What follows belongs to an exercise in optimizing a design on an open flow for small area; a production flow would make more cautious choices. Function was checked by simulation only, so behaviour that the tests miss may differ from the original. The clock port is modelled as an ideal driver; clocking choices that lean on that would not hold on a real chip.

== yarrow ==
Design usb2_packet, start of the top module:
module usb2_packet (
input	wire			phy_clk,
input	wire			reset_n,
input	wire			in_act,
input	wire	[7:0]	in_byte,
input	wire			in_latch,
input	wire			out_cts,
input	wire			out_nxt,
output	wire	[7:0]	out_byte,
output	reg				out_latch,
output	reg				out_stp,
output	reg		[3:0]	sel_endp,
output	wire	[8:0]	buf_in_addr,
output	wire	[7:0]	buf_in_data,
output	wire			buf_in_wren,
input	wire			buf_in_ready,
output	reg				buf_in_commit,
output	reg		[9:0]	buf_in_commit_len,
input	wire			buf_in_commit_ack,
output	reg		[9:0]	buf_out_addr,
input	wire	[7:0]	buf_out_q,
input	wire	[9:0]	buf_out_len,
input	wire			buf_out_hasdata,
output	reg				buf_out_arm,
input	wire			buf_out_arm_ack,
input	wire	[1:0]	endp_mode,
output	reg				data_toggle_act,
input	wire	[1:0]	data_toggle,
input	wire	[6:0]	dev_addr,
output	reg				err_crc_pid,
output	reg				err_crc_tok,
output	reg				err_crc_pkt,
output	wire			err_pid_out_of_seq,
output	reg		[10:0]	dbg_frame_num,
output	wire	[2:0]	dbg_pkt_type
);
==> flow/config.mk <==
export PLATFORM = sky130hd
export DESIGN_NAME = usb2_packet
export DESIGN_NICKNAME = usb2_packet
export VERILOG_FILES = /design/flow/design.v
export SDC_FILE = /design/flow/constraint.sdc
export NUM_CORES = 4
export LEC_CHECK = 0
export CAP_MARGIN = 0
export CORE_MARGIN = 2
export CORE_UTILIZATION = 65
export PLACE_DENSITY = 0.8
export SLEW_MARGIN = 0
==> flow/constraint.sdc <==
create_clock -name core_clock -period 10.0 [get_ports {phy_clk}]
set_input_delay 2.0000 -clock core_clock [delete_from_list [all_inputs] [get_ports {phy_clk}]]
set_output_delay 2.0000 -clock core_clock [all_outputs]
set_load 0.01 [all_outputs]
standard.sh (not shown) runs the stock make flow with config.mk's settings and CLKGATE_MAP_FILE= SYNTH_SCRIPT=/design/flow/synth_recipe.tcl, a recipe that flattens the netlist after the stock synthesis.
==> flow/flow/run.sh <==
#!/bin/bash
# Own layout flow:
#  1. the standard synthesis (bash standard.sh synth);
#  2. a second synthesis of the same design with an area-oriented ABC script in
#     place of ORFS's speed script (everything before ABC, and so every
#     register, is the same as in the standard synthesis);
#  3. area-oriented re-mapping of the combinational logic of both netlists with
#     several ABC seeds, registers kept as they are; each candidate is proved
#     equivalent to the standard netlist (registers paired by name) and the
#     smallest one replaces the standard netlist;
#  4. the standard ORFS layout from there, with buf_1 port buffers and a clock
#     tree built from clkbuf_8, then sized down where the clock slew allows.
# Every tool writes its full output to a log_*.txt file in this folder.
set -uo pipefail
WORK=$(pwd)
LIB=$FLOW_HOME/platforms/sky130hd/lib/sky130_fd_sc_hd__tt_025C_1v80.lib
R=$WORK/orfs/results/sky130hd/usb2_packet/base
TOP=$FLOW_TOP
DU="-dont_use *lpflow* -dont_use *probe* -dont_use *clkdly* -dont_use *dlygate* -dont_use *dlymetal* -dont_use *clkbuf* -dont_use *clkinv*"

# 1. standard synthesis
bash standard.sh synth > $WORK/log_synth_std.txt 2>&1 || exit 1
cp $R/1_2_yosys.v $WORK/std_netlist.v

regs() { grep -oE "sky130_fd_sc_hd__(df|edf|sdf|dl|sedf)[a-z0-9_]* +[^ ]+ *\(" "$1" | sed 's/ *($//' | sort; }
regs $WORK/std_netlist.v > $WORK/std_regs.txt

# 2. area-oriented synthesis
cat > $WORK/my_abc.script <<'EOA'
strash; &get -n; &st; &deepsyn -T 30; &dch -f; &nf -R 1000; &put; strash; &get -n; &st; &dch -f; &nf -R 1000; &put
EOA
cat > $WORK/my_synth.tcl <<EOT
proc abc {args} {
  set out {}
  set skip 0
  foreach a \$args {
    if {\$skip} { set skip 0; continue }
    if {\$a eq "-script"} { set skip 1; lappend out -script $WORK/my_abc.script; continue }
    if {\$a eq "-D"} { set skip 1; continue }
    lappend out \$a
  }
  yosys abc {*}\$out
}
source $WORK/synth_recipe.tcl
EOT
sed -e "s|WORK_HOME=[^ ]*|WORK_HOME=$WORK/myorfs|" -e "s|SYNTH_SCRIPT=[^ ]*|SYNTH_SCRIPT=$WORK/my_synth.tcl|" -e '/^if /,$d' standard.sh > $WORK/my_synth.sh
CANDS="std"
if bash $WORK/my_synth.sh synth > $WORK/log_synth_my.txt 2>&1; then
  cp $WORK/myorfs/results/sky130hd/usb2_packet/base/1_2_yosys.v $WORK/my_netlist.v
  regs $WORK/my_netlist.v > $WORK/my_regs.txt
  if cmp -s $WORK/std_regs.txt $WORK/my_regs.txt; then CANDS="std my"; fi
fi

resyn() { # resyn IN.v TAG SEED
  local IN=$1 TAG=$2 S=$3
  local FLOPS
  FLOPS=$(grep -o "sky130_fd_sc_hd__[a-z0-9_]*" $IN | sort -u | grep -E "__(df|edf|sdf|dl[a-z]|sedf|conb)" | tr '\n' ' ')
  echo "strash; &get -n; &st; &deepsyn -T 30 -S $S; &dch -f; &nf -R 1000; &put; strash; &get -n; &st; &dch -f; &nf -R 1000; &put" > $WORK/rs_$TAG.abc
  cat > $WORK/rs_$TAG.ys <<EOY
read_liberty -ignore_miss_func $LIB
setattr -mod -set blackbox 1 $FLOPS
read_verilog $IN
hierarchy -top $TOP
flatten
opt -purge
abc -liberty $LIB $DU -script $WORK/rs_$TAG.abc
opt_clean -purge
hilomap -singleton -hicell sky130_fd_sc_hd__conb_1 HI -locell sky130_fd_sc_hd__conb_1 LO
splitnets
opt_clean -purge
tee -o $WORK/rs_$TAG.stat stat -liberty $LIB
select $TOP
write_verilog -noattr -selected $WORK/rs_$TAG.v
EOY
  yosys -l $WORK/log_rs_$TAG.txt $WORK/rs_$TAG.ys > /dev/null 2>&1
}
check() { # check CAND.v TAG -> prints area if equivalent to std netlist with the same registers
  local V=$1 TAG=$2
  [[ -f $V ]] || return 1
  regs $V > $WORK/regs_$TAG.txt
  cmp -s $WORK/std_regs.txt $WORK/regs_$TAG.txt || return 1
  cat > $WORK/eq_$TAG.ys <<EOY
read_liberty -ignore_miss_func $LIB
read_verilog $WORK/std_netlist.v
rename $TOP gold
read_verilog $V
rename $TOP gate
rename -hide gold/c:_*_
rename -hide gate/c:_*_
rename -hide gold/w:_*_
rename -hide gate/w:_*_
flatten gold gate
opt_clean
equiv_make gold gate equiv
hierarchy -top equiv
equiv_simple -seq 2
equiv_induct
equiv_status -assert
EOY
  yosys -l $WORK/log_eq_$TAG.txt $WORK/eq_$TAG.ys > /dev/null 2>&1 || return 1
  return 0
}
area() { grep "Chip area" $1 | awk '{print $NF}'; }

# 3. round 1: 5 seeds on each starting netlist
for C in $CANDS; do
  for S in 1 2 3 4 5; do resyn $WORK/${C}_netlist.v r1_${C}_$S $S & done
done
wait
BEST=""; BESTA=1e18
pick() { # pick TAG
  local TAG=$1 A
  [[ -f $WORK/rs_$TAG.stat ]] || return
  A=$(area $WORK/rs_$TAG.stat)
  if python3 -c "import sys; sys.exit(0 if float('$A') < float('$BESTA') else 1)"; then
    if check $WORK/rs_$TAG.v $TAG; then BEST=$TAG; BESTA=$A; fi
  fi
}
for C in $CANDS; do for S in 1 2 3 4 5; do pick r1_${C}_$S; done; done
echo "round 1 best: ${BEST:-none} $BESTA" >> $WORK/log_resyn_choice.txt
if [[ -n "$BEST" ]]; then
  B1=$BEST
  for S in 6 7 8 9 10 11; do resyn $WORK/rs_$B1.v r2_$S $S & done
  wait
  for S in 6 7 8 9 10 11; do pick r2_$S; done
  echo "round 2 best: $BEST $BESTA" >> $WORK/log_resyn_choice.txt
  B2=$BEST
  for S in 12 13 14 15; do resyn $WORK/rs_$B2.v r3_$S $S & done
  wait
  for S in 12 13 14 15; do pick r3_$S; done
  echo "round 3 best: $BEST $BESTA" >> $WORK/log_resyn_choice.txt
  cp $WORK/rs_$BEST.v $R/1_2_yosys.v
  touch $R/1_2_yosys.v
  rm -f $R/1_synth.odb $R/1_synth.sdc
  bash standard.sh synth > $WORK/log_synth_odb.txt 2>&1 || exit 1
fi

# 4. layout
export BUFFER_PORTS_ARGS="-buffer_cell sky130_fd_sc_hd__buf_1"
export CTS_ARGS="-sink_clustering_enable -repair_clock_nets -dont_use_dummy_load -buf_list sky130_fd_sc_hd__clkbuf_8"
export POST_CTS_TCL=$WORK/flow/post_cts.tcl
bash standard.sh > $WORK/log_layout.txt 2>&1
Other scripts of this flow, unchanged in this note and not shown: flow/flow/post_cts.tcl
Input-level comparison between pepper and yarrow:
diff --git a/flow/design.v b/flow/design.v
--- a/flow/design.v
+++ b/flow/design.v
@@ -141,22 +141,23 @@
 								pid_code[3] | (pid_code[1] & pid_code[0])};
 	wire	[2:0]	data_pid	= {~data_toggle[0], ~data_toggle[1], 1'b0};
 	reg		[6:0]	tok_addr;
 	reg		[6:0]	packet_token_addr_stored;
 	reg		[6:0]	local_dev_addr;
 	reg		[10:0]	bc;
 	parameter [1:0]	A2_BC = 2'd0, A2_TWO = 2'd1, A2_LEN = 2'd2, A2_NEG = 2'd3;
 	reg		[1:0]	a2_mode;
+	reg				a2_p;
 	wire			bc_neg = (a2_mode == A2_NEG);
 	wire	[10:0]	bc_inc = bc + 1'b1;
 	wire			bc_hi0 = (bc[8:1] == 0);
-	wire	[8:0]	buf_in_addr_2 = (a2_mode[0] == 1'b0) ? bc[8:0] : 9'd2;
-	wire			bc_zero = (a2_mode == A2_LEN);
-	wire			bc_lt512 = bc_zero || (bc_neg ? ((bc_hi0 && bc[10:9] == 0) || (bc >= 11'd1538)) : (bc < 512));
+	wire	[8:0]	buf_in_addr_2 = (a2_mode == A2_BC) ? bc[8:0] :
+								(a2_mode == A2_LEN) ? (buf_in_commit_len[8:0] + 9'd2 + a2_p) : 9'd2;
+	wire			bc_lt512 = bc_neg ? ((bc_hi0 && bc[10:9] == 0) || (bc >= 11'd1538)) : (bc < 512);
 	wire	[3:0]	tok_endp_now	= {buf_in_data_1[2:0], buf_in_data_0[7]};
 	wire	[4:0]	tok_crc5_now	= buf_in_data_1[7:3];
 	wire	[10:0]	tok_frame_now	= {buf_in_data_1[2:0], buf_in_data_0};
 	reg		[15:0]	crc16;
 	reg				crc16_byte_sel;
 	reg				crc_v;
 	reg		[7:0]	crc_e;
 	reg				crc_ok;
@@ -251,25 +252,27 @@
 			crc_e <= p_e;
 			if(pid_code[3]) begin
 				if(bc == 0) tok_addr <= in_byte[6:0];
 				if(bc == 1) state <= ST_IN_TOK;
 			end
 		end
 		if(~in_act) begin
 			state <= ST_IDLE;
+			a2_p <= in_latch;
 			if(packet_token_addr_stored == local_dev_addr) begin
 				if(pid_code == PC_ACK) begin
 					data_toggle_act <= 1;
 					if(pid_last == PL_IN) buf_out_arm <= 1;
 				end
 			end
 			if(tok_addr == local_dev_addr) begin
 				if(pid_last == PL_OUT && bc == 2) begin
 					pid_send <= PS_ACK;
+					bc <= 0;
 					a2_mode <= A2_LEN;
 					state <= ST_OUT_0;
 					buf_in_commit <= 1;
 					buf_in_commit_len <= 0;
 				end else if(pid_last == PL_OUT || pid_last == PL_SETUP) begin
 					state <= ST_DATA_CRC;
 					buf_in_commit <= 1;
 					buf_in_commit_len <= {bc[9] ^ bc_hi0,
@@ -317,16 +320,17 @@
 	end
 	ST_WAIT_EOP: begin
 		out_latch <= 0;
 		if(~in_act) state <= ST_IDLE;
 	end
 	ST_DATA_CRC: begin
 		if(crc_ok) begin
 			pid_send <= buf_in_ready_latch ? PS_ACK : PS_NAK;
+			bc <= 0;
 			a2_mode <= A2_LEN;
 			state <= (endp_mode == EP_MODE_ISOCH) ? ST_WAIT_EOP : ST_OUT_0;
 		end else begin
 			err_crc_pkt <= 1;
 			state <= ST_WAIT_EOP;
 		end
 	end
 	ST_OUT_PRE_0: begin
@@ -355,17 +359,17 @@
 	ST_OUT_1: begin
 		out_byte_out <= {4'h4, ~pid_send[2:1], 1'b1, ~pid_send[0]};
 		out_latch <= 1;
 		buf_out_addr <= 0;
 		state <= ST_OUT_2;
 	end
 	ST_OUT_2: begin
 		out_latch <= 1'b0;
-		if(!bc_zero && bc != {10'd0, bc_neg}) begin
+		if(bc != {10'd0, bc_neg}) begin
 			out_latch <= 1;
 			state <= ST_OUT_3;
 		end else begin
 			if(out_nxt) begin
 				out_stp <= 1;
 				if(endp_mode == EP_MODE_ISOCH) begin
 					data_toggle_act <= 1;
 					buf_out_arm <= 1;
@@ -411,16 +415,17 @@
 		packet_token_addr_stored <= 0;
 		sel_endp <= 0;
 		dbg_frame_num <= 0;
 		crc_v <= 0;
 		crc_ok <= 0;
 		crc16_byte_sel <= 0;
 		{buf_in_addr_1, buf_in_addr_0} <= 0;
 		a2_mode <= A2_BC;
+		a2_p <= 0;
 		{buf_in_data_1, buf_in_data_0} <= 0;
 		{buf_in_wren_1, buf_in_wren_0} <= 0;
 		buf_in_ready_latch <= 0;
 		buf_in_commit_len <= 0;
 		buf_out_addr <= 0;
 		out_byte_buf <= 0;
 		out_byte_out <= 0;
 		out_byte_crc <= 0;
Findings:
pepper finished end to end and its layout was clean on timing, DRC and antenna.
Initial antenna violation count ended up 1 higher on pepper than on yarrow.
pepper has count of flip-flops and latches above what yarrow had.
Compared to yarrow, pepper has critical path depth 13 lower.
The final reports for pepper and yarrow show number of non-filler instances in the completed layout higher in the former.
Multi-input logic area for pepper is higher than for yarrow.
Of the two values seen for cell with the biggest individual delay on the critical path, sky130_fd_sc_hd__nor3_2 was produced by yarrow and sky130_fd_sc_hd__a222oi_1 by pepper.
In the flow results for yarrow and pepper, the number of non-clock buffers is larger on pepper.
pepper ended with more wire length reported by the detailed router than yarrow.
Global-route wire length before repair delta for pepper relative to yarrow: 2.8 mm higher
Reported for yarrow and pepper, clock buffer count in the final layout turned out identical to the last digit.

[what the ideal ports hide]
No port has a modelled driver above. Below, the same layouts with a new extraction and two added sets of constraints. Step 1 (the two cells are an assumption about what drives the block):
set clk [get_ports {phy_clk}]
set_driving_cell -lib_cell sky130_fd_sc_hd__clkbuf_16 $clk
set_driving_cell -lib_cell sky130_fd_sc_hd__buf_2 [delete_from_list [all_inputs] $clk]
Step 2 times the ports against the registers' clock, not the clock port: input delays grow and output delays shrink by t, the midpoint of the rising clock arrivals with the driver on. a / b / c = ideal ports / drivers / drivers and shift; a / b = the first two.
| run | shift t [ns] | slack for setup (ns) | worst hold slack (ns) | latest minus earliest clock arrival (ns) | worst slew at a driven data input, ns |
|---|---|---|---|---|---|
| yarrow | 0.850 | 4.092 / 4.104 / 3.254 | 0.339 / 0.339 / 0.339 | 0.047 / 0.048 | 0.06 |
| pepper | 0.804 | 5.186 / 5.154 / 5.154 | 0.340 / 0.340 / 0.340 | 0.041 / 0.041 | 0.04 |
After both steps every run listed still meets setup and hold. For yarrow, which loses most, drivers alone change the setup slack by +0.012 ns; drivers and shift together by -0.838 ns.
